From an optimization exercise on the open Yosys and OpenROAD flow, aimed at small area; shortcuts taken in it are not production practice. Function was checked by simulation only, so behaviour that the tests miss may differ from the original. Power figures rest on the tool's default switching activity, not on a simulated workload.

--- design.v ---
module ALU(a,b,ALUop,zero,c);
input [31:0] a;
input [31:0] b;
input [10:0]ALUop;
output reg [31:0] c;
output  reg zero;
always @(* ) begin begin
if ((ALUop[6:0]==7'b0110111)|(ALUop[6:0]==7'b0010111))  
    begin c=a+b ; end
  else if ((ALUop[6:0]==7'b1101111)|(ALUop[6:0]==7'b1100111)|(ALUop[6:0]==7'b0000011)|(ALUop[6:0]==7'b0100011))  
   c<= a+b;
  else begin
   case (ALUop[10:7])
4'b0000: begin c<= a+b ; end  
4'b1000: begin c<= a-b ; end   
4'b0001: begin c=a<<b ; end          
4'b0010:           
c<= ($signed(a)< $signed(b))?1:0;
4'b0011: begin c<=(a>=b)?1:0;  end        
4'b0100: begin c[31:0] <= a[31:0] ^ b[31:0] ;  end     
4'b0101: begin c<=a>>b;  end                
4'b1101: begin  c <= a>>>b ; end      
4'b0110: begin c <= a |b ;  end        
4'b0111: begin c <= a &b ;  end        
default begin c <=0 ; end
endcase end
case (ALUop[9:0])
10'b0001100011: zero <= (a==b)?1:0;  
10'b0011100011: zero <= (a==b)?0:1;  
10'b1001100011: zero <= ($signed(a)< $signed(b))?1:0;  
10'b1011100011: zero <= ($signed(a)> $signed(b))?1:0;  
10'b1101100011: zero <= (a<b)?1:0;  
10'b1111100011: zero <= (a>b)?1:0;  
default: zero <=1;
endcase 
end end
endmodule
module BHT (clk, rst, br_inst_detect,
           ID_EX_br_inst_detect,
            pc,
            ID_EX_pc,
            ID_EX_new_bht,
            bht_out
);
    input               clk, rst;
    input               br_inst_detect;
    input               ID_EX_br_inst_detect;
    input [31:0]        ID_EX_pc,pc;
    input [1:0]         ID_EX_new_bht;
    output [1:0]        bht_out;
    reg [1:0] bht_mem [31:0];
    wire[4:0]          bht_wr_addr;
    wire[4:0]          bht_rd_addr;
    assign bht_wr_addr = ID_EX_pc[5:1];
    assign bht_rd_addr = pc[5:1];
    integer i;
    assign bht_out = br_inst_detect ? bht_mem[bht_rd_addr] : 2'b00;
    always @(posedge clk) begin
        if (rst) begin
            for (i = 0; i < 32; i = i + 1) bht_mem[i] <= 2'b00;
        end else if (ID_EX_br_inst_detect) begin
            bht_mem[bht_wr_addr] <= ID_EX_new_bht;
        end
    end
endmodule
module BTB ( clk, rst, br_inst_detect, ID_EX_br_inst_detect,pc,ID_EX_pc, ID_EX_new_pred_pc_val,
             tag_val,pred_pc_val
);
        input           clk, rst;
        input           br_inst_detect,ID_EX_br_inst_detect;
        input [31:0]    pc, ID_EX_pc;
        input [31:0]    ID_EX_new_pred_pc_val;
        output [25:0]   tag_val;
        output [31:0]   pred_pc_val;
        wire [3:0]      tag_predpc_wr_addr;
        wire [3:0]      tag_predpc_rd_addr;
        reg [25:0]      tag_table [15:0];
        reg [31:0]      pred_pc_table [15:0];
        assign tag_predpc_wr_addr = ID_EX_pc[5:2];
        assign tag_predpc_rd_addr = pc[5:2];
        integer i;
        assign tag_val     = br_inst_detect ? tag_table[tag_predpc_rd_addr] : 26'd0;
        assign pred_pc_val = br_inst_detect ? pred_pc_table[tag_predpc_rd_addr] : 32'd0;
        always @(posedge clk) begin
            if (rst) begin
                for (i = 0; i < 16; i = i + 1) begin
                    tag_table[i] <= 26'd0;
                    pred_pc_table[i] <= 32'd0;
                end
            end else if (ID_EX_br_inst_detect) begin
                tag_table[tag_predpc_wr_addr] <= ID_EX_pc[31:6];
                pred_pc_table[tag_predpc_wr_addr] <= ID_EX_new_pred_pc_val;
            end
        end
endmodule
module controlunit(in, Regwrite, ALUsrc, Memtoreg, Memread,Memwrite, Branch );
  input [6:0]in;
  output reg Regwrite, ALUsrc, Memtoreg, Memread,Memwrite, Branch; 
always @(*)
if((in==7'b0110111)|(in==7'b0010111)|(in==7'b1100111)|(in==7'b1101111)|(in==7'b1100011)|(in==7'b0000011)|(in==7'b0100011)|(in==7'b0010011)|(in==7'b0110011))
begin 
 Branch = (in[6]) & (in[5]) & (~in[4]) & ((~in[3])&(~in[2]) | (in[3])&(in[2]) | (~in[3])&(in[2]))|(in==7'b0010111);   
 Memwrite = (~in[6]) & (in[5]) & (~in[4]);
 Memread = (~in[6]) & (~in[5]) & (~in[4]);
 Memtoreg =(~in[6]) & (~in[5]) & (~in[4])?1'd1:1'd0;
 ALUsrc = (~in[6]) & ((~in[5]) | (~in[4]) | ((in[4]) & (~in[3]) & (in[2])))|(in==7'b1100111)|(in==7'b1101111);
 Regwrite = (~in[6]) & ((~in[5]) | (in[4])) | (((~in[6]) & (in[4]) & (~in[3]) | (in[6]) & (in[5]) & (~in[4])) & (in[2]));
end
else  
begin 
 Branch = 0;
 Memwrite =0;
 Memread = 0;
 Memtoreg = 0;
 ALUsrc = 0;
 Regwrite=0;
end 
endmodule
module data_mem(Nb, mem_wr , mem_rd , wr_data , mem_rdata, mem_we, mem_wdata, rd_data);
input [2:0] Nb;
input mem_wr , mem_rd ;
input [31:0] wr_data, mem_rdata;
output mem_we;
output reg [31:0] mem_wdata;
output reg [31:0] rd_data ;
wire [31:0] b;
assign b = mem_rdata;
assign mem_we = mem_wr && (Nb == 3'b000 || Nb == 3'b001 || Nb == 3'b010);
always @(*) begin
  case (Nb)
    3'b000 :   mem_wdata = { 24'd0,wr_data[7:0]};   
    3'b001 :   mem_wdata = { 16'd0,wr_data[15:0]};  
    default:   mem_wdata = wr_data;                 
  endcase
end
always @(*) begin
  case (Nb)
       3'b010 :   rd_data = b;    
       3'b000 :   rd_data = {24'd0,b[7:0]};    
       3'b001 :   rd_data = {16'd0,b[15:0]};    
       3'b100 :   rd_data = {{24{b[7]}},b[7:0]};    
       3'b101 :   rd_data = {{16{b[15]}},b[15:0]};    
       default:   rd_data = 32'd0;
  endcase
end
endmodule
module decoder ( a , b );
input [31:0] a; 
output [31:0] b ; 
wire [31:0]a ; 
reg [31:0]b ; 
always @(*) 
begin
b = 32'd0;
if ( a[1:0] == 2'b11 ) 
     b = a ; 
 else    if ( a[1:0]==2'b00)
        case (a[15:13]) 
            3'b000 : b[31:0]= {4'd0,a[3:2],a[12],a[6:4],2'd0 ,5'b00010 ,3'b010,a[11:7], 7'b0000011}       ;  
            3'b001 : b[31:0]= {4'd0,a[8:7],a[12],a[6:2],5'b00010 ,3'b010,a[11:9],2'd0, 7'b0100011}  ;  
            3'b010 : b[31:0]= {4'd0,a[10:7],a[12:11],a[5],a[6],2'b0,5'b00010 ,3'b000,2'b0,a[4:2], 7'b0010011}   ;  
            3'b011 : b[31:0]= {6'd0,a[12],a[6:2],a[11:7],3'b001,a[11:7], 7'b0010011}   ;  
            3'b100 : b[31:0]= {7'd0,a[12],a[6:2]      ,a[11:7] ,3'b101,a[11:7], 7'b0010011}       ; 
            endcase
 else if( a[1:0]==2'b10) 
        case (a[15:13])
            3'b000 : b[31:0]= {5'd0,a[5],a[12:10],a[6],2'd0   ,2'b00,a[9:7],3'b010,2'b00,a[4:2], 7'b0000011}       ;  
            3'b001 : b[31:0]= {5'd0,a[5],a[12]        ,2'd0,a[4:2],2'd0,a[9:7],3'b010,a[11:10],a[6],2'b0,7'b0100011}  ;  
            3'b010 : begin 
                     if (a[6:5]==2'b00)
                     b[31:0]= {9'd0,a[12:10],2'd0,a[9:7],3'b000,2'b0,a[4:2], 7'b0010011}   ;  
                     else if (a[6:5]==2'b01)
                     b[31:0]= {9'd0,a[12:10],2'd0,a[9:7],3'b111,2'b0,a[4:2], 7'b0010011}   ;  
                     else if (a[6:5]==2'b10)
                     b[31:0]= {9'd0,a[12:10],2'd0,a[9:7],3'b110,2'b0,a[4:2], 7'b0010011}   ;  
                     else if (a[6:5]==2'b01)
                     b[31:0]= {9'd0,a[12:10],2'd0,a[9:7],3'b100,2'b0,a[4:2], 7'b0010011}   ;  
                    end 
            3'b011:  begin
                     if (a[6:5]==2'b00)
                     b[31:0]= {7'd0      ,2'd0,a[4:2],2'd0,a[9:7],3'b000,2'b0,a[12:10], 7'b0110011}   ;  
                     else if (a[6:5]==2'b01)
                     b[31:0]= {7'b0100000,2'd0,a[4:2],2'd0,a[9:7],3'b000,2'b0,a[12:10], 7'b0110011}   ;  
                     else if (a[6:5]==2'b10)
                     b[31:0]= {7'd0      ,2'd0,a[4:2],2'd0,a[9:7],3'b111,2'b0,a[12:10], 7'b0110011}   ;  
                     else if (a[6:5]==2'b11)
                     b[31:0]= {7'd0      ,2'd0,a[4:2],2'd0,a[9:7],3'b110,2'b0,a[12:10], 7'b0110011}   ;  
                    end  
            3'b100 : b[31:0]= {2'b01,5'd0,a[12],a[6:2],a[11:7] ,3'b101,a[11:7], 7'b0010011}       ;  
            3'b101 : begin
            if({a[15:10],a[6:5]}==8'b10100000)         b[31:0]= {7'd0      ,2'd0,a[4:2],2'd0,a[9:7],3'b100,2'd0,a[9:7], 7'b0110011}  ;  
            else  if({a[15:10],a[6:5]}==8'b10100001)   b[31:0]= {7'd0      ,2'd0,a[4:2],2'd0,a[9:7],3'b001,2'd0,a[9:7], 7'b0110011}  ;  
            else  if({a[15:10],a[6:5]}==8'b10100010)   b[31:0]= {2'b01,5'd0,2'd0,a[4:2],2'd0,a[9:7],3'b101,2'd0,a[9:7], 7'b0110011}  ;  
            else  if({a[15:10],a[6:5]}==8'b10100011)   b[31:0]= {7'd0      ,2'd0,a[4:2],2'd0,a[9:7],3'b101,2'd0,a[9:7], 7'b0110011}  ;  
            else  if({a[15:10],a[6:5]}==8'b10100100)   b[31:0]= {7'd0      ,2'd0,a[4:2],2'd0,a[9:7],3'b010,2'd0,a[9:7], 7'b0110011}  ;  
            else  if({a[15:10],a[6:5]}==8'b10100101)   b[31:0]= {7'd0      ,2'd0,a[4:2],2'd0,a[9:7],3'b011,2'd0,a[9:7], 7'b0110011}  ;  
            else  if({a[15:10],a[6:5]}==8'b10100110)   b[31:0]= {7'd0      ,2'd0,a[4:2],2'd0,a[9:7],3'b001,2'd0,a[4:2], 7'b0110011}  ;  
            else  if({a[15:10],a[6:5]}==8'b10100111)   b[31:0]= {7'd0      ,2'd0,a[4:2],2'd0,a[9:7],3'b101,2'd0,a[4:2], 7'b0110011}  ;  
            else  if({a[15:10],a[6:5]}==8'b10101000)   b[31:0]= {7'd0      ,2'd0,a[4:2],2'd0,a[9:7],3'b010,2'd0,a[4:2], 7'b0110011}  ;  
            else  if({a[15:10],a[6:5]}==8'b10101001)   b[31:0]= {7'd0      ,2'd0,a[4:2],2'd0,a[9:7],3'b011,2'd0,a[4:2], 7'b0110011}  ;  
                     end 
            3'b110 : if(a[12]==1'b0 && a[11:7]!=5'b0 && a[6:2]!=5'h0)
                     b[31:0]={7'b0,a[6:2],5'h0,3'b000,a[11:7],7'b0110011};
                    else if(a[12]==1'b1 && a[11:7]!=5'b0 && a[6:2]!=5'h0) 
                     b[31:0]={7'b0,a[6:2],a[11:7],3'b000,a[11:7],7'b0110011};
            endcase 
 else if( a[1:0]==2'b01)
        case (a[15:13]) 
            3'b000 : if (a[12:2]==11'b0)
                     b[31:0]={25'b0,7'b0010011};             
                     else
                     b[31:0]= {3'd0,a[8:7],a[2],a[6:3],a[12],8'd0 ,5'b00000, 7'b1101111}       ;  
            3'b001 : b[31:0]= {3'd0,a[8:7],a[2],a[6:3],a[12],8'd0 ,5'b00001, 7'b1101111}       ;  
            3'b010 : b[31:0]= {3'd0,a[12:10],a[2]  ,5'd0 ,2'b00,a[9:7] ,3'b000,a[6:3],1'b0, 7'b1100011}       ;  
            3'b011 : b[31:0]= {3'd0,a[12:10],a[2]  ,5'd0 ,2'b00,a[9:7] ,3'b001,a[6:3],1'b0, 7'b1100011}       ;  
            3'b100 : b[31:0]= {{6{a[12]}},a[12],a[6:2] ,5'd0 ,3'b000,a[11:7], 7'b0010011}       ;  
            3'b101 : b[31:0]= {{14{a[12]}},a[12],a[6:0],12'd0, a[11:7], 7'b0110111}       ;  
            3'b110 : b[31:0]= {{6{a[12]}},a[12],a[6:2] ,a[11:7],3'b000,a[11:7], 7'b0010011}       ;  
            3'b111 : if ( a[11:7]!=5'd0)
                     b[31:0]= {    {6'd0},a[12],a[6:2] ,a[11:7],3'b000,a[11:7], 7'b0010011}       ;  
                     else
                     b[31:0]= {{2{a[12]}},a[12],a[4:2],a[5],a[6],a[11:7],3'b000,a[11:7],7'b0010011}       ;  
            endcase     
end
endmodule
module FF_PC(clk , en , rst , pc , pc_out );
input clk , rst , en;
input [31:0] pc ; 
output reg[31:0] pc_out ; 
always @(posedge clk )
begin 
  if(rst ==0 )
     begin
     if (en==1)  pc_out<=pc;
     end
  else 
begin
pc_out <= 0;
 end
end
endmodule 
module FP_PC_IF ( clk, en, rst, pc   , a    ,a_32, bht  
                              , pc_out, a_out ,a_32_out, bht_out);
input clk , rst, en;
input [31:0]a,a_32,pc;
input [1:0] bht;
output reg[1:0] bht_out;
output reg[31:0]a_out ,a_32_out, pc_out ;
always @(posedge clk )
if(rst ==0) begin
   if (en==1) begin 
   pc_out <= pc; bht_out <= bht;  
a_32_out<=a_32;a_out<= a ;   
   end end
else begin pc_out <=0; a_out<=0;  bht_out <= 0;a_32_out<=0;   
end
endmodule
module FP_ID_EX( clk ,en ,rst, a,a_32,pc,rs1,rs2,rd, imm,ALUsrc,Regwrite,Memtoreg, Memread, Memwrite,Branch,ALUop, Nb,rs1_a,rs2_a,bht,
a_out,a_32_out,pc_out,rs1_out,rs2_out,rd_out,imm_out,ALUsrc_out,Regwrite_out, Memtoreg_out, Memread_out, Memwrite_out,Branch_out,ALUop_out,Nb_out,rs1_addr,rs2_addr, bht_out);
input clk ,en , rst;
input [31:0]pc,imm,rs1,rs2 ,a,a_32;
input ALUsrc,Regwrite, Memtoreg, Memread, Memwrite,Branch;
input [10:0]ALUop; 
input [4:0]rd,rs1_a,rs2_a;
input [2:0] Nb;
input [1:0] bht;
output reg [2:0] Nb_out;
output reg [ 4:0] rs1_addr , rs2_addr,rd_out;
output reg[31:0] imm_out,rs1_out,rs2_out,pc_out,a_out,a_32_out;
output reg[1:0] bht_out;
output reg ALUsrc_out,Regwrite_out, Memtoreg_out, Memread_out, Memwrite_out,Branch_out;
output reg[10:0]ALUop_out ;
always @(posedge clk )
if(rst ==0 )
begin if (en==1) begin 
rs1_addr<=rs1_a; 
rs2_addr<=rs2_a;
pc_out <= pc;  imm_out<=imm;a_32_out<=a_32;
Regwrite_out<=Regwrite;
 Memtoreg_out<=Memtoreg; Memread_out<=Memread;a_out<=a;
Memwrite_out<=Memwrite;
Branch_out<=Branch; ALUop_out<=ALUop;ALUsrc_out<=ALUsrc;
rs1_out <= rs1; rs2_out<=rs2;  rd_out<=rd; Nb_out<=Nb; bht_out<=bht ;  
end end
else begin
rs1_addr<=0;
rs2_addr<=0;
pc_out <= 0;ALUsrc_out<=0;imm_out<=0;a_32_out<=0; 
Regwrite_out<=0;  Memtoreg_out<=0;a_out <=0;
 Memread_out<=0;   Memwrite_out<=0;
Branch_out<=0; ALUop_out<=0;
rs1_out <= 0; rs2_out<=0;Nb_out<=0; bht_out<=0 ; 
rd_out<=0;  end
endmodule 
module FP_EX_MEM( clk ,en,rst, pc ,ALU_result,zero,rs2,rd,Regwrite, Memtoreg, Memread, Memwrite,Branch,Nb,
pc_out,ALU_result_out,zero_out,rs2_out,rd_out,Regwrite_out, Memtoreg_out, Memread_out, Memwrite_out,Branch_out,Nb_out  );
input clk,en,rst,zero ;
input [31:0]pc,ALU_result,rs2;
input Regwrite, Memtoreg, Memread, Memwrite,Branch;
input [4:0]rd;
input [2:0]Nb;
output reg[2:0] Nb_out;
output reg[4:0] rd_out;
output reg[31:0] rs2_out,ALU_result_out,pc_out;
output reg Regwrite_out, Memtoreg_out, Memread_out, Memwrite_out,Branch_out;
output reg zero_out;
always @(posedge clk )
if(rst ==0 )
begin
if (en==1)
begin 
pc_out <= pc;
Regwrite_out<=Regwrite; Memtoreg_out<=Memtoreg;
 Memread_out<=Memread; Memwrite_out<=Memwrite;
Branch_out<=Branch; rs2_out<=rs2;
rd_out<=rd; zero_out<=zero;
ALU_result_out<=ALU_result;
Nb_out<= Nb;
end end
else begin
pc_out <= 0;
Regwrite_out<=0;
 Memtoreg_out<=0; Memread_out<=0;
 Memwrite_out<=0; Branch_out<=0;
zero_out <= 0; rs2_out<=0;
rd_out<=0;
ALU_result_out<=0;
Nb_out<=0;
 end
endmodule 
module FP_MEM_WB ( clk ,en,rst,pc,rd,ALU_result,Regwrite, Memtoreg,rd_data,PCsrc,delay1,
pc_out,rd_out,ALU_result_out,Regwrite_out ,Memtoreg_out,rd_data_out  ,PCsrc_out,delay2 );
input clk,en,rst ;
input [31:0]pc,ALU_result,rd_data;
input Regwrite, Memtoreg, PCsrc,delay1;
input [4:0]rd;
output reg[31:0]pc_out,ALU_result_out,rd_data_out;
output reg[4:0]rd_out;
output reg Regwrite_out,Memtoreg_out,PCsrc_out,delay2;
always @(posedge clk )
if(rst ==0 )
begin
if (en==1)
begin 
delay2<=delay1;
PCsrc_out<=PCsrc;
rd_data_out<=rd_data;
pc_out<=pc;rd_out<=rd;
ALU_result_out<=ALU_result;
Regwrite_out<=Regwrite;
 Memtoreg_out<=Memtoreg;
end end
else  begin
PCsrc_out<=0; delay2<=0;
pc_out<=0; rd_data_out<=0;
ALU_result_out<=0; Regwrite_out<=0;
 Memtoreg_out<=0; rd_out<=0;
 end
endmodule
module forwarding(EX_MEM_RegWrite, MEM_WB_RegWrite,Regwrite3 ,     
	EX_MEM_rd, MEM_WB_rd,                       
	ID_EX_rs1, ID_EX_rs2,signal_cache,
         Aforward_sel, Bforward_sel,AAforward_sel, BBforward_sel,
	EX_MEM_WREN,  
	enable_PC,enable_IF_ID,enable_ID_EX,enable_EX_MEM,enable_MEM_WB,
	reset_EX_MEM,reset_MEM_WB,
        delay);
       input [4:0] EX_MEM_rd,MEM_WB_rd;
       input [4:0] ID_EX_rs1,ID_EX_rs2;
       input EX_MEM_RegWrite,MEM_WB_RegWrite,EX_MEM_WREN,Regwrite3,signal_cache;
       output reg [1:0] Aforward_sel,Bforward_sel;
       output reg AAforward_sel, BBforward_sel;
       output reg enable_PC,enable_IF_ID, enable_ID_EX, enable_EX_MEM, enable_MEM_WB;
       output reg reset_EX_MEM,reset_MEM_WB;
       output reg delay;
       always@(*) 
			begin
               Aforward_sel = 2'b00;
				if((EX_MEM_RegWrite == 1'b1) && (EX_MEM_rd != 5'b0) && (EX_MEM_rd == ID_EX_rs1)) 
                    begin
						Aforward_sel = 2'b01;
                    end
				else if((MEM_WB_RegWrite == 1'b1) && (MEM_WB_rd != 5'b0) && (MEM_WB_rd == ID_EX_rs1))
                    begin
						Aforward_sel = 2'b10;
					end
            end
       always@(*)
			begin
               Bforward_sel = 2'b00;
				if((EX_MEM_RegWrite == 1'b1) && (EX_MEM_rd != 5'b0) && (EX_MEM_rd == ID_EX_rs2)) 
					begin
						Bforward_sel = 2'b01;
					end
				else if((MEM_WB_RegWrite == 1'b1)&& (MEM_WB_rd != 5'b0) && (MEM_WB_rd == ID_EX_rs2))
					begin
						Bforward_sel = 2'b10;
                    end
            end
     always@(*) 
		begin
            enable_IF_ID = 1'b1;
            enable_ID_EX = 1'b1;
            enable_EX_MEM= 1'b1;
            enable_MEM_WB= 1'b1;
             enable_PC =1'b1;
              delay =1'b0;AAforward_sel = 1'b0; BBforward_sel=1'b0;
			reset_EX_MEM = 1'b0;
			reset_MEM_WB = 1'b0;
               if((EX_MEM_RegWrite == 1'b1)&& (EX_MEM_rd != 5'b0)&& (EX_MEM_WREN  == 1'b1)&& ((EX_MEM_rd == ID_EX_rs1)|| (EX_MEM_rd == ID_EX_rs2)))
	                begin
                       if ((signal_cache ==1 )   && (EX_MEM_rd == ID_EX_rs1)) AAforward_sel = 1'b1;
                        else if ((signal_cache ==1 )&& (EX_MEM_rd == ID_EX_rs2)) BBforward_sel = 1'b1;
                        else
                        begin   
                        enable_EX_MEM= 1'b0; enable_IF_ID = 1'b0;
                    enable_ID_EX = 1'b0;enable_PC =1'b0;
                       reset_EX_MEM = 1'b1; delay =1'b1;reset_MEM_WB = 1'b1;
                    end
end
                end
endmodule
module imm(in,out);
  input [31:0]in;
  output reg [31:0]out;
  reg[31:0]out1;
always@(*) begin
out1=32'b0;
case (in[6:0])
  55: out={in[31:12],12'b0};  
  23: out={in[31:12],12'b0};  
  111: begin out1={in[31],in[19:12],in[20],in[30:21],12'b0}; out=out1>>>11; end  
  103: begin out={20'b0,in[31:20]};  end  
  99: begin out1={in[31],in[7],in[30:25],in[11:8],20'b0}; out=out1>>>19; end  
  3: begin out1={in[31:20],20'b0}; out=out1>>>20; end  
  35: begin out1={in[31:25],in[11:7],20'b0}; out=out1>>>20; end  
  19: begin out1={in[31:20],20'b0}; out=out1>>>20; end  
  default: out=32'b0;
endcase
end
endmodule
module MUX(a , b ,c , s);
input [31:0]a;
input [31:0]b;
input s;
output [31:0]c ;
assign c= (s==0)?a:b;
endmodule
module MUX3(a,b,c,s,out);
input [31:0]a,b,c;
input [1:0]s;
output reg[31:0]out; 
always @(*)
case (s)
2'b00: out<=a;
2'b01: out<=b;
2'b10: out<=c;
default out<=a;
endcase 
endmodule
module Regfile(clk, rst, we, ra1, ra2, wa, wd, rd1, rd2);
input clk, rst, we;
input [4:0] ra1, ra2, wa;
input [31:0] wd;
output [31:0] rd1, rd2;
reg [31:0] rf [31:1];
integer i;
always @(posedge clk) begin
  if (rst) begin
    for (i = 1; i < 32; i = i + 1) rf[i] <= 32'd0;
  end else if (we && wa != 5'd0) begin
    rf[wa] <= wd;
  end
end
assign rd1 = (ra1 == 5'd0) ? 32'd0 : (we && wa == ra1) ? wd : rf[ra1];
assign rd2 = (ra2 == 5'd0) ? 32'd0 : (we && wa == ra2) ? wd : rf[ra2];
endmodule
module br_inst_detect(opcode,br_inst_detect);
        input [6:0] opcode;
        output reg br_inst_detect;
        always @(*) begin
           if((opcode == 7'b1101111)||(opcode == 7'b1100111)||(opcode == 7'b1100011)||(opcode == 7'b0010111)) begin  
               br_inst_detect = 1'b1;
           end else begin
               br_inst_detect = 1'b0;
           end
        end
endmodule
module cachemem(clk,rst,Nb,mem_wr , mem_rd , addr ,wr_data , rd_data_out,signal);
input [31:0]addr;
input [2:0] Nb;
input mem_wr , mem_rd,clk,rst ;
input [31:0] wr_data;
output [31:0]rd_data_out ;
output signal;
reg        cache_v   [15:0];
reg [27:0] cache_tag [15:0];
reg [31:0] cache_dat [15:0];
reg [31:0] data_w;
reg [31:0] rd_data;
wire [31:0] data_m;
wire hit;
integer i;
always @(*) begin
  case (Nb)
    3'b000 : data_w = {24'd0,wr_data[7:0]};    
    3'b001 : data_w = {16'd0,wr_data[15:0]};   
    default: data_w = wr_data;                 
  endcase
end
always @(posedge clk) begin
  if (rst) begin
    for (i = 0; i < 16; i = i + 1) begin
      cache_v[i] <= 1'b0; cache_tag[i] <= 28'd0; cache_dat[i] <= 32'd0;
    end
  end else if (mem_wr == 1 && (Nb == 3'b000 || Nb == 3'b001 || Nb == 3'b010)) begin
    cache_v[addr[3:0]]   <= 1'b1;
    cache_tag[addr[3:0]] <= addr[31:4];
    cache_dat[addr[3:0]] <= data_w;
  end
end
assign data_m = cache_dat[addr[3:0]];
always @(*) begin
  case (Nb)
    3'b010 :   rd_data = data_m;                           
    3'b000 :   rd_data = {24'd0,data_m[7:0]};              
    3'b001 :   rd_data = {16'd0,data_m[15:0]};             
    3'b100 :   rd_data = {{24{data_m[7]}},data_m[7:0]};    
    3'b101 :   rd_data = {{16{data_m[15]}},data_m[15:0]};  
    default:   rd_data = 32'd0;
  endcase
end
assign hit = cache_v[addr[3:0]] && (addr[31:4] == cache_tag[addr[3:0]]);
assign rd_data_out = hit ? rd_data : 32'd0;
assign signal = hit && (mem_rd == 1);
endmodule
module compare (en, pred_bit_ex, PCsrc,
                miss);
        input en ;
        input pred_bit_ex;
        input PCsrc;
        output reg miss;
        always @(*) begin
           if(en == 1'b0)  begin
               miss <= 1'b0;
           end else begin
               if(pred_bit_ex == PCsrc) begin
                   miss <= 1'b0;
               end else begin
                   miss <= 1'b1;
               end
           end
        end
endmodule
module fsm( br_addr, br_inst_detect_ex, old_bht_ex, miss,
             nex_bht_ex, new_pred_ex);
        input[31:0]       br_addr;
        input             br_inst_detect_ex;
        input[1:0]        old_bht_ex;
        input             miss;
        output reg [1:0]  nex_bht_ex;
        output reg [31:0] new_pred_ex;
        parameter ST = 2'b11;  
        parameter WT = 2'b10;  
        parameter WNT= 2'b01;  
        parameter SNT= 2'b00;  
        always @(*) begin
            if(br_inst_detect_ex==0) begin   
               nex_bht_ex  = 2'b00;
               new_pred_ex = 32'b00; 
            end else begin                      
                case(old_bht_ex) 
                    ST: begin
                        if(miss == 1'b0) begin  
                        nex_bht_ex  = ST;
                        new_pred_ex = br_addr;
                        end else begin          
                        nex_bht_ex  = WT;
                        new_pred_ex = br_addr;
                        end
                    end
                    WT: begin
                        if(miss == 1'b0) begin  
                        nex_bht_ex  = ST;
                        new_pred_ex = br_addr;
                        end else begin          
                        nex_bht_ex  = SNT;
                        new_pred_ex = br_addr; 
                        end
                    end
                    WNT:begin
                        if(miss == 1'b0) begin  
                        nex_bht_ex  = SNT;
                        new_pred_ex = br_addr;
                        end else begin          
                        nex_bht_ex  = WT;
                        new_pred_ex = br_addr;
                        end
                    end
                    SNT:begin
                        if(miss == 1'b0) begin  
                        nex_bht_ex  = SNT;
                        new_pred_ex = br_addr;
                        end else begin          
                        nex_bht_ex  = WNT;
                        new_pred_ex = br_addr; 
                        end
                    end
                endcase
            end
        end
endmodule
module cpu_pipeline(clk, rst,
            imem_addr, imem_rdata,
            dmem_addr, dmem_wdata, dmem_we, dmem_re, dmem_rdata,
            wb_we, wb_rd, wb_data);
input clk, rst;
output [31:0] imem_addr;
input  [31:0] imem_rdata;
output [31:0] dmem_addr, dmem_wdata;
output dmem_we, dmem_re;
input  [31:0] dmem_rdata;
output wb_we;
output [4:0] wb_rd;
output [31:0] wb_data;
wire        PCsrc;
reg         rst_if, rst_ex;
wire        en_pc, en_if, en_ex, rst_mem;
wire        en_pc1, en_if1,en_id1, en_ex1, en_mem1, rst_pc1,rst_id1, en_wb1;
wire [31:0] pc_imm, pc_pc_next;
wire [31:0] rs1_data_ex, rs2_data_ex;
wire [31:0] pc_next,pc_pc_next1,pc_next_1,pred_pc_pc, pc_pc, pc_if, pc_ex, pc_mem, pc_wb;
wire [31:0] a, a_32_if, a_32_ex, a_32_out, a_if, a_ex, imm, imm_ex, data_a_if, data_b_if, data_b_ex, data_a_ex;
wire [31:0] ALU_result_ex_imm, ALU_result_ex, ALU_result_ex1, ALU_result_ex2, ALU_result_mem, ALU_result_wb;
wire [31:0] wr_data, rd_data_mem, rd_data_wb, rs2_data_mem;
wire        Regwrite, ALUsrc, Memtoreg, Memread, Memwrite, Branch, signal_1, signal_2, signal_3, br_inst_detect_pc;
wire        Regwrite_ex, ALUsrc_ex, Memtoreg_ex, Memread_ex, Memwrite_ex, Branch_ex, zero_ex, br_inst_detect_ex, miss_ex;
wire        Regwrite_mem, Memtoreg_mem, Memread_mem, Memwrite_mem, Branch_mem, zero_mem;
wire        Regwrite_wb, Memtoreg_wb, PCsrc2, delay1, delay2;
wire [2:0]  Nb, Nb_ex, Nb_mem;
wire [1:0]  Aforward_sel, Bforward_sel, bht_old_ex, bht_new_ex, bht_pc, bht_if;
wire [10:0] ALUop, ALUop_ex;
wire [4:0]  rs1_ex, rd_ex, rs2_ex, rd_wb, rd_mem;
wire [25:0] tag_val;
wire [31:0] pred_new_pc_ex;
FF_PC    FF_PC           (clk, en_pc, rst, pc_pc_next,
                                           pc_pc);
assign imem_addr = pc_pc;
assign a_32_out = imem_rdata;
decoder a3(a_32_out,a);
assign pc_next = (a_32_out[1:0]==2'b11)?pc_pc+4:pc_pc+2;
br_inst_detect a7(a[6:0],br_inst_detect_pc);
BHT a321(clk, rst, br_inst_detect_pc, br_inst_detect_ex, pc_pc, pc_ex, bht_new_ex,
     bht_pc);
BTB btt2(clk, rst, br_inst_detect_pc, br_inst_detect_ex, pc_pc, pc_ex, pc_imm,
      tag_val, pred_pc_pc);
    assign signal_1 = (pc_pc[31:6] == tag_val) ? 1'b1 : 1'b0;
    assign signal_2 = bht_pc[1];
    and(signal_3,signal_1,signal_2);
    assign pc_next_1 = signal_3 ? pred_pc_pc : pc_next;
    assign pc_pc_next1 = ((PCsrc&miss_ex)==1) ? pc_imm : pc_next_1;
    assign pc_pc_next = ((bht_old_ex[1]==1)&(miss_ex==1))?((a_32_ex[1:0]==2'b11)?pc_ex+4:pc_ex+2):pc_pc_next1;
FP_PC_IF ipcif ( clk, en_if, rst_if | rst, pc_pc, a  ,a_32_out, bht_pc,
                                     pc_if , a_if ,a_32_if, bht_if );
Regfile iregfile( clk, rst, Regwrite_wb, a_if[19:15], a_if[24:20], rd_wb, wr_data,
                               data_a_if, data_b_if);
assign ALUop = {a_if[30],a_if[14:12],a_if[6:0]};
imm a393(a_if ,imm);
assign Nb = a_if[14:12];
controlunit u144(a_if[6:0],Regwrite, ALUsrc, Memtoreg, Memread, Memwrite, Branch);
FP_ID_EX  I1 (clk, en_ex, rst_ex | rst,
              a_if,a_32_if,pc_if, data_a_if, data_b_if, a_if[11:7],imm,    ALUsrc, Regwrite,       Memtoreg,    Memread,    Memwrite,    Branch,    ALUop,    Nb,    a_if[19:15], a_if[24:20], bht_if,
              a_ex,a_32_ex,pc_ex, data_a_ex, data_b_ex, rd_ex, imm_ex,ALUsrc_ex, Regwrite_ex, Memtoreg_ex, Memread_ex, Memwrite_ex, Branch_ex, ALUop_ex, Nb_ex, rs1_ex, rs2_ex, bht_old_ex);
wire [31:0] rd_data_cache;
wire signal_cache;
wire [31:0] rs1_data_ex_cache, rs2_data_ex_cache;
wire AAforward_sel, BBforward_sel;
MUX3 a20(data_a_ex, ALU_result_mem, wr_data,Aforward_sel,rs1_data_ex);
MUX3 a21(data_b_ex, ALU_result_mem, wr_data,Bforward_sel,rs2_data_ex);
assign rs1_data_ex_cache = (AAforward_sel == 1 )?rd_data_cache:rs1_data_ex;
assign rs2_data_ex_cache = (BBforward_sel == 1 )?rd_data_cache:rs2_data_ex;
wire [31:0]data_b_imm_ex, data_a_pc_ex ;
wire [31:0]pc_imm_ex ;
assign pc_imm_ex = pc_ex + imm_ex;
assign data_a_pc_ex = ((a_ex[6:0]==7'b0010111)|(a_ex[6:0]==7'b1101111))?pc_ex : rs1_data_ex_cache ;  
assign data_b_imm_ex = (ALUsrc_ex)? imm_ex : rs2_data_ex_cache ;  
ALU a9(data_a_pc_ex,data_b_imm_ex,ALUop_ex,zero_ex,ALU_result_ex);
assign ALU_result_ex1 = (a_ex[6:0]==7'b1100011)? pc_imm_ex: ALU_result_ex;
assign ALU_result_ex_imm = (a_ex[6:0]==7'b0110111)?imm_ex : ALU_result_ex1 ;  
assign ALU_result_ex2 = ((a_ex[6:0]==7'b1100111)|(a_ex==32'd111))? pc_ex +32'd4 : ALU_result_ex_imm; 
assign pc_imm=ALU_result_ex1;
assign PCsrc= Branch_ex & zero_ex;
always @(*)
 begin
if((PCsrc&miss_ex )==1)begin
rst_ex=1;
rst_if=1;
end else begin
rst_ex=0;
 rst_if=0;
end end
br_inst_detect br_inst_detect2(a_ex[6:0],br_inst_detect_ex);
compare compare2(br_inst_detect_ex, bht_old_ex[1], PCsrc,
                miss_ex);
fsm fsm2( ALU_result_ex, br_inst_detect_ex, bht_old_ex, miss_ex,
             bht_new_ex, pred_new_pc_ex);
FP_EX_MEM b1( clk ,1'b1,rst_mem | rst,
             pc_ex,  ALU_result_ex2, 1'b0,     rs2_data_ex_cache,   rd_ex, Regwrite_ex,  Memtoreg_ex, Memread_ex, Memwrite_ex,Branch_ex, Nb_ex,
             pc_mem, ALU_result_mem, zero_mem, rs2_data_mem,rd_mem,Regwrite_mem, Memtoreg_mem, Memread_mem, Memwrite_mem, Branch_mem, Nb_mem  );
cachemem cache1 (clk,rst,Nb_mem,Memwrite_mem , Memread_mem , ALU_result_mem ,rs2_data_mem ,
             rd_data_cache,signal_cache);
forwarding a122(Regwrite_mem, Regwrite_wb,Regwrite_ex, rd_mem,rd_wb, rs1_ex,rs2_ex,signal_cache,
  Aforward_sel, Bforward_sel,AAforward_sel, BBforward_sel,Memread_mem, en_id1, en_if1, en_ex1, en_mem1,en_wb1,rst_pc1,rst_id1,delay1);
assign en_if=en_if1; assign en_ex=en_ex1;
assign en_pc=en_mem1; assign rst_mem=rst_id1;
data_mem   a10  (Nb_mem, Memwrite_mem , Memread_mem , rs2_data_mem , dmem_rdata,
             dmem_we, dmem_wdata, rd_data_mem);
assign dmem_addr = ALU_result_mem;
assign dmem_re = Memread_mem;
FP_MEM_WB a95( clk ,1'b1,rst,pc_mem,rd_mem,ALU_result_mem,Regwrite_mem, Memtoreg_mem,rd_data_mem,1'b0,delay1 ,
                                  pc_wb ,rd_wb,ALU_result_wb,Regwrite_wb ,Memtoreg_wb ,rd_data_wb,PCsrc2  ,delay2);
MUX u1(ALU_result_wb,rd_data_wb,wr_data,Memtoreg_wb);
assign wb_we = Regwrite_wb;
assign wb_rd = rd_wb;
assign wb_data = wr_data;
endmodule
--- run.sh ---
#!/bin/bash
# synth_recipe.tcl (not shown) runs the flow's synth.tcl, then flattens the netlist and writes it again
# the make line also repeats each setting of config.mk as NAME=value (left out here)
make -C /OpenROAD-flow-scripts/flow DESIGN_CONFIG=/design/flow/config.mk WORK_HOME=/design/flow/orfs CLKGATE_MAP_FILE= SYNTH_SCRIPT=/design/flow/synth_recipe.tcl finish
--- config.mk ---
export PLATFORM = sky130hd
export DESIGN_NAME = cpu_pipeline
export DESIGN_NICKNAME = cpu_pipeline
export VERILOG_FILES = /design/flow/design.v
export SDC_FILE = /design/flow/constraint.sdc
export NUM_CORES = 4
export LEC_CHECK = 0
export CAP_MARGIN = 20
export CORE_MARGIN = 2
export CORE_UTILIZATION = 40
export PLACE_DENSITY = 0.6
export SLEW_MARGIN = 20
--- constraint.sdc ---
create_clock -name core_clock -period 15.0 [get_ports {clk}]
set_input_delay 3.0000 -clock core_clock [delete_from_list [all_inputs] [get_ports {clk}]]
set_output_delay 3.0000 -clock core_clock [all_outputs]
set_load 0.01 [all_outputs]
==> notes.md <==
==> worst max path at each step <==
| stage | startpoint | slack (ns) | endpoint |
|---|---|---|---|
| detailed placement | b1.ALU_result_out[1] | 2.94 | ipcif.a_out[9] |
| CTS | b1.ALU_result_out[1] | 2.86 | ipcif.a_out[9] |
| floorplan | b1.ALU_result_out[0] | 6.45 | flip-flop |
| global placement | b1.ALU_result_out[1] | 2.86 | I1.imm_out[20] |
| finish | b1.ALU_result_out[3] | 2.59 | I1.rs1_out[18] |
| global route | b1.ALU_result_out[1] | 2.14 | ipcif.a_out[9] |
==> worst register-to-register path: cells and delay by family (launching register included) <==
kind                     cells  cell delay, ns
AO/OA/AOI/OAI               15            5.51
AND/OR/NAND/NOR              6            3.36
buffers and inverters        4            1.61
flip-flops                   1            0.84
adder cells (fa/ha/maj)      1            0.52
multiplexers                 2            0.48
==> through the flow <==
step	hold slack, ns	instance area, sq um	utilization, %
finish	0.443	194000	45.1
global route	0.451	194000	45.1
CTS	0.433	194000	45.1
detailed placement	0.436	182000	42.3
global placement	0.429	182000	42.2
floorplan	0.421	173000	-
==> per-layer routing <==
metal  part of all wire, %  vias up  track usage, %
li1                      -    50420               -
met1                    38    62812            41.1
met2                    44     8479            45.1
met3                    12     1557            6.49
met4                   6.1       32            15.3
met5                 0.033        -               0
==> cell usage in the layout (no fill, tap or decap), types with 80 or more instances in the layout <==
cell | synthesis | final
a21oi_1 | 475 | 474
clkbuf_16 | 0 | 375
clkbuf_1 | 1024 | 89
ha_1 | 144 | 144
o22ai_1 | 93 | 93
xor2_1 | 80 | 80
and3_1 | 119 | 119
buf_4 | 32 | 456
mux4_2 | 1183 | 1183
o21ai_0 | 328 | 328
clkdlybuf4s50_1 | 0 | 197
nor3_1 | 129 | 120
inv_1 | 197 | 196
dfxtp_1 | 446 | 426
nand2_1 | 1066 | 956
edfxtp_1 | 2976 | 2976
and2_1 | 822 | 819
nand3_1 | 152 | 130
nor2_1 | 2593 | 2579
a211oi_1 | 112 | 109
xnor2_1 | 154 | 154
mux2i_1 | 328 | 295
==> cell type report <==
type                       count  area (sq um)  share of cell area, %
sequential                  3422         98400                   50.6
multi-input combinational   8870         70300                   36.2
clock buffer                 496         10100                   5.22
tap                         5710          7140                   3.67
timing repair buffer         672          5700                   2.93
clock inverter               181          1900                  0.976
inverter                     210           798                  0.411
antenna                       34          85.1                 0.0438
==> synth_stat cells (all sizes together) (57+ instances only) <==
cell type,number,area [sq um]
edfxtp,2976,89400
nor2,2599,9780
mux4,1183,26600
nand2,1067,4010
clkbuf,1027,3860
and2,822,5140
a21oi,478,2400
dfxtp,446,8930
o21ai,344,1730
mux2i,329,3310
buf,275,1420
inv,203,762
xnor2,154,1350
nand3,152,761
ha,144,1800
nor3,133,698
and3,119,744
a211oi,113,853
o22ai,93,582
xor2,80,701
o2111ai,70,619
o211ai,69,528
mux2,63,709
nor2b,57,357
==> cell families after synthesis <==
group / Yosys count / share of synthesized area, %
AND/OR/NAND/NOR: 5204 / 13.4
flip-flops: 3422 / 56.7
AO/OA/AOI/OAI: 1678 / 6.38
multiplexers: 1575 / 17.7
buffers and inverters: 1512 / 3.50
XOR/XNOR: 234 / 1.18
adder cells (fa/ha/maj): 147 / 1.07
other: 1 / 0.00216
==> power by group <==
group / switching [mW] / total (mW) / internal (mW)
sequential: 0.215 / 10.9 / 10.6
clock: 4.00 / 9.20 / 5.21
combinational: 2.20 / 3.39 / 1.19
total: 6.41 / 23.5 / 17.0
==> flip-flops by register name, indices dropped and copies added, names as in the netlist, 64 cells and up, named ones only <==
signal	flops
btt2.pred_pc_table	512
btt2.tag_table	416
cache1.cache_tag	448
a321.bht_mem	64
iregfile.rf	1024
cache1.cache_dat	512
==> results.cfg <==
[synthesis]
synth_cell_types = 116
yosysSeqAreaShare_pct = 56.7
synth-edff-count = 2976
ys_warn_count = 20
netlist_instances = 13773
netlist_area_sq_um = 173000
synth_flop_cell = edfxtp_1
async_flop_share_pct = 0
avgSynthCellArea_sq_um = 12.6
ys_ff_latch = 3422

[floorplanning]
initial_core_util_pct = 40.2
die_x_um = 662
fp.coreArea_sq_um = 431000
ios = 202
design.die.area_sq_um = 439000
std_cell_rows = 241
chipHeight_um = 662

[drt]
firstDrtPassIters = 6
vias_per_cell = 6.29
route.detailed.drc = 0
dr.first_iter.drc_count = 18403
wire_per_inst_um = 34.2
drt-total-wl_um = 671000
vias = 123300
antenna_left = 0

[worst_setup_path]
start_kind = flip-flop
cp_num_cells = 28
cp-end-kind = flip-flop
worstSetupPathType = flip-flop to flip-flop
slowest_delay_ns = 0.90
cp.required_ns = 15.92
cp_top_family = compound AO/OA/AOI/OAI gates
r2r-start = b1.ALU_result_out[3]
crit_arrival_ns = 13.33
r2r_cells = 28
cp_max_fo = 137
critPathBufInv = 4
slowest_stage = or3_1
path_common_cell = a21oi_1
regToRegEndpoint = I1.rs1_out[18]
r2r_setup_slack_ns = 2.59

[clock_tree]
cts_tree = built
postCtsHoldBufs = 0
cts_made_buffers = 368
cts_buffer_depth = 4
clk-insertion-delay-late_ns = 1.05
cts_root_buf = clkbuf_16
post_cts_buffers = 0
postCtsResizedCells = 0
htreeDepth = 5
cts.sinks = 3422
clk_pin_slew_ns = 0.06

[timing]
clock_skew_ns = 0.127
fin_setup_tns_ns = 0
fmax_mhz = 80.6
min_period_ns = 12.41
fin_ws_ns = 2.59
fin_crit_sh_pct = 82.7
setup_violations = 0
hold_viol = 0
tightest_slew_ns = 1.38
slew_headroom_pct = 7.38
finalMaxSlewViolations = 0
rsz0062_at_grt = no

[placement]
gp_congestion = 1.03
dp_hpwl_um = 423000
port_buffers = 201
post-place-ws_ns = 2.94
dp_cells = 18883

[global_route]
first_global_vias = 118122
grt_usage_pct = 30.0
grt_pass1_wl_um = 934000
antenna_found_initial = 60
overflow = 0
grt_max_degree = 175

[hold_path]
hp-class = flip-flop to flip-flop
hold_start = ipcif.pc_out[25]
hold_depth = 2
whs_endpoint = I1.pc_out[25]

[flow_run]
drv_cap = 0

[pwr]
power_per_cell_area_nw_per_um2 = 121
vdd_drop_max_uv = 99.8
p_leak_nw = 65.9
design_power_total_mw = 23.5

[layout]
fin_nets = 13757
drive_gt1_share_pct = 18.5
final_cells = 19595
fillCellCount = 38490
area_delta_synth_final_pct = 12.2

[outcome]
outcome = no timing/DRC/antenna violations

-- re-timing with driven ports --
The flow's constraints put no driver on any port. The routed layout listed below was extracted and timed again, unchanged, in two steps.
Step 1 assumes that a clkbuf_16 drives the clock port and a buf_2 every other input.
Step 2 adds t to the input delays and takes it off the output delays; t is the mean of the earliest and latest rising clock arrival at the registers after step 1. Input paths then give back, and output paths get back, about the clock's delay inside the block.
Slacks: ideal / step 1 / step 2; pairs: ideal / step 1.
t (ns): 1.103
setup WS [ns]: 2.593 / 2.593 / 2.593
worst setup path at the end: register to register
slew at the worst register clock pin (ns): 0.07 / 0.07
After both steps setup and hold are still met in this run. The setup slack of this run moves by 0.000 ns with the drivers and by 0.000 ns with both steps.
